Background: an optimization exercise with open tools, aiming at small area, a short achievable clock period and few clock cycles. Do not read the settings as production practice. In this exercise RTL edits were held to simulation tests only and were not proved equivalent to the original.

==> flow/design.v (excerpt) <==
module CONV(
	input		clk,
	input		reset,
	output	reg	busy,
	input		ready,
	output	reg [11:0]	iaddr,
	input	signed [19:0] idata,
	output	 reg cwr,
	output	 reg [11:0]	caddr_wr,
	output	 reg [19:0]	cdata_wr,
	output	 reg	crd,
	output	 reg [11:0]	caddr_rd,
	input	 [19:0]	cdata_rd,
	output reg 	[2:0] 	csel
	);
Size in the first run: about 860 flip-flops.
==> flow/config.mk <==
export PLATFORM = sky130hd
export DESIGN_NAME = CONV
export DESIGN_NICKNAME = CONV
export VERILOG_FILES = /design/flow/design.v
export SDC_FILE = /design/flow/constraint.sdc
export NUM_CORES = 4
export LEC_CHECK = 0
export CAP_MARGIN = 20
export CORE_MARGIN = 2
export CORE_UTILIZATION = 62
export CTS_CLUSTER_DIAMETER = 100
export CTS_CLUSTER_SIZE = 25
export SLEW_MARGIN = 20
export SYNTH_HIERARCHICAL = 1
==> flow/constraint.sdc <==
create_clock -name core_clock -period 10.0 [get_ports {clk}]
set_input_delay 2.0000 -clock core_clock [delete_from_list [all_inputs] [get_ports {clk}]]
set_output_delay 2.0000 -clock core_clock [all_outputs]
set_load 0.01 [all_outputs]
standard.sh (not shown) runs the stock make flow with config.mk's settings and CLKGATE_MAP_FILE= SYNTH_SCRIPT=/design/flow/synth_recipe.tcl, a recipe that flattens the netlist after the stock synthesis.
==> flow/flow/run.sh <==
#!/bin/bash
# The standard layout (the standard.sh, unchanged synthesis and steps),
# with the timing repair asked for extra setup slack (SETUP_SLACK_MARGIN) so
# that the resizer also speeds up paths that already meet the 10 ns clock.
# The clock period and constraints are the design's. make's output goes to
# flow_standard.log; each ORFS step also logs under orfs/logs/.
set -euo pipefail
bash standard.sh SETUP_SLACK_MARGIN=6.7 finish > flow_standard.log 2>&1
The first run passed the timing, design-rule and antenna checks.
Testbench counts at the start, summed over its fixed seeds: cycles 83,824.
Rerun with:
--- a/flow/design.v
+++ b/flow/design.v
@@ -3804,53 +3804,52 @@
 always @(posedge clk) r9_36_0 <= t2139;
 always @(posedge clk) r9_36_1 <= t2137;
 always @(posedge clk) r9_37_0 <= t2051;
 always @(posedge clk) r9_37_1 <= t2140;
 wire [37:0] fa = {r9_37_0, r9_36_0, r9_35_0, r9_34_0, ~r9_33_0, ~r9_32_0, r9_31_0, r9_30_0, ~r9_29_0, ~r9_28_0, ~r9_27_0, r9_26_0, r9_25_0, r9_24_0, r9_23_0, r9_22_0, ~r9_21_0, r9_20_0, r9_19_0, r9_18_0, ~r9_17_0, r9_16_0, 1'b0, 1'b0, 1'b0, 1'b0, 1'b0, 1'b0, 1'b0, 1'b0, 1'b0, 1'b0, 1'b0, 1'b0, 1'b0, 1'b0, 1'b0, 1'b0};
 wire [37:0] fb = {~r9_37_1, ~r9_36_1, ~r9_35_1, ~r9_34_1, ~r9_33_1, r9_32_1, r9_31_1, r9_30_1, r9_29_1, ~r9_28_1, r9_27_1, r9_26_1, r9_25_1, r9_24_1, r9_23_1, ~r9_22_1, r9_21_1, r9_20_1, r9_19_1, r9_18_1, r9_17_1, r9_16_1, 1'b0, 1'b0, 1'b0, 1'b0, 1'b0, 1'b0, 1'b0, 1'b0, 1'b0, 1'b0, 1'b0, 1'b0, 1'b0, 1'b0, 1'b0, 1'b0};
 wire [21:0] tsum = fa[37:16] + fb[37:16] + {21'd0, lowc};
 wire [19:0] l0v = tsum[21] ? 20'd0 : tsum[19:0];
 wire        l0go = vp[2];
 reg  [11:0] oc;          
 reg         l0done;      
-reg  [11:0] rc;          
+wire [11:0] rc = oc - 12'd16;
 reg         rdone;       
 reg         rv1, rl1, rf1;   
 reg         rv, rl, rf;      
 reg  [19:0] rq;          
 reg  [19:0] acc;         
 reg  [19:0] hold;        
 reg         hold_v;
 reg  [9:0]  wc;          
 reg         endw;        
 wire [19:0] mx    = (rf || rq > acc) ? rq : acc;
 wire        res_v = rv & rl;
 wire        wr1   = ~l0go & (hold_v | res_v);
 wire        rd1   = (l0go & (|oc[11:4])) | (l0done & ~rdone & ~wr1);
 always @(posedge clk) begin
 	rq <= cdata_rd;
 	acc <= mx;
 	if (!hold_v || wr1) hold <= mx;
 end
 always @(posedge clk or posedge reset) begin
 	if (reset) begin
-		oc <= 12'd0; l0done <= 1'b0; rc <= 12'd0; rdone <= 1'b0;
+		oc <= 12'd0; l0done <= 1'b0; rdone <= 1'b0;
 		rv1 <= 1'b0; rl1 <= 1'b0; rf1 <= 1'b0; rv <= 1'b0; rl <= 1'b0; rf <= 1'b0;
 		hold_v <= 1'b0; wc <= 10'd0; endw <= 1'b0;
 		cwr <= 1'b0; crd <= 1'b0; busy <= 1'b0;
 	end else begin
-		if (l0go) oc <= oc + 12'd1;
+		if (l0go || (l0done && rd1)) oc <= oc + 12'd1;
 		if (l0go && oc == 12'hfff) l0done <= 1'b1;
 		rv1 <= rd1; rl1 <= rd1 && rc[1:0] == 2'd3; rf1 <= rd1 && rc[1:0] == 2'd0;
 		rv <= rv1; rl <= rl1; rf <= rf1;
-		if (rd1) rc <= rc + 12'd1;
 		if (rd1 && rc == 12'hfff) rdone <= 1'b1;
 		if (wr1) hold_v <= hold_v & res_v;
 		else if (res_v) hold_v <= 1'b1;
 		if (wr1) wc <= wc + 10'd1;
 		cwr <= l0go | wr1;
 		crd <= rd1;
 		if (!run && ready && !fin) busy <= 1'b1;
 		endw <= wr1 && wc == 10'h3ff;
 		if (endw) busy <= 1'b0;
 	end
 end
After rerunning: The changed run produced a clean layout. Sequential share of layout area falls by 0.15 points. Via count shrinks by a few percent. Wire length is lower by a few percent. Hold slack gets worse by 0.0091 ns. Cell area came out lower slightly. Synthesized cell count fell slightly. Critical path depth drops by 1.
Testbench counts after the change, summed over its fixed seeds: cycles 83,824.

## what the ideal ports hide
The results above use ideal ports. As a check the final layouts listed here were re-extracted and re-timed, cells and wires unchanged. Step 1 sets driving cells, clkbuf_16 on the clock port and buf_2 on the other inputs (assumed; they add their load-dependent delay and slew). Step 2 times the ports against the registers' clock, not the clock port: input delays grow and output delays shrink by t, the midpoint of the rising clock arrivals with the driver on. a / b / c = no drivers / after step 1 / after step 2; a / b = the first two.
run	t (ns)	slack for setup (ns)	hold WS [ns]	clock arrival spread, ns
the first run	0.700	6.708 / 6.660 / 6.708	0.325 / 0.325 / 0.325	0.061 / 0.061
the second run	0.682	6.689 / 6.689 / 6.689	0.316 / 0.316 / 0.316	0.021 / 0.020
After both steps setup and hold are still met in every run listed.
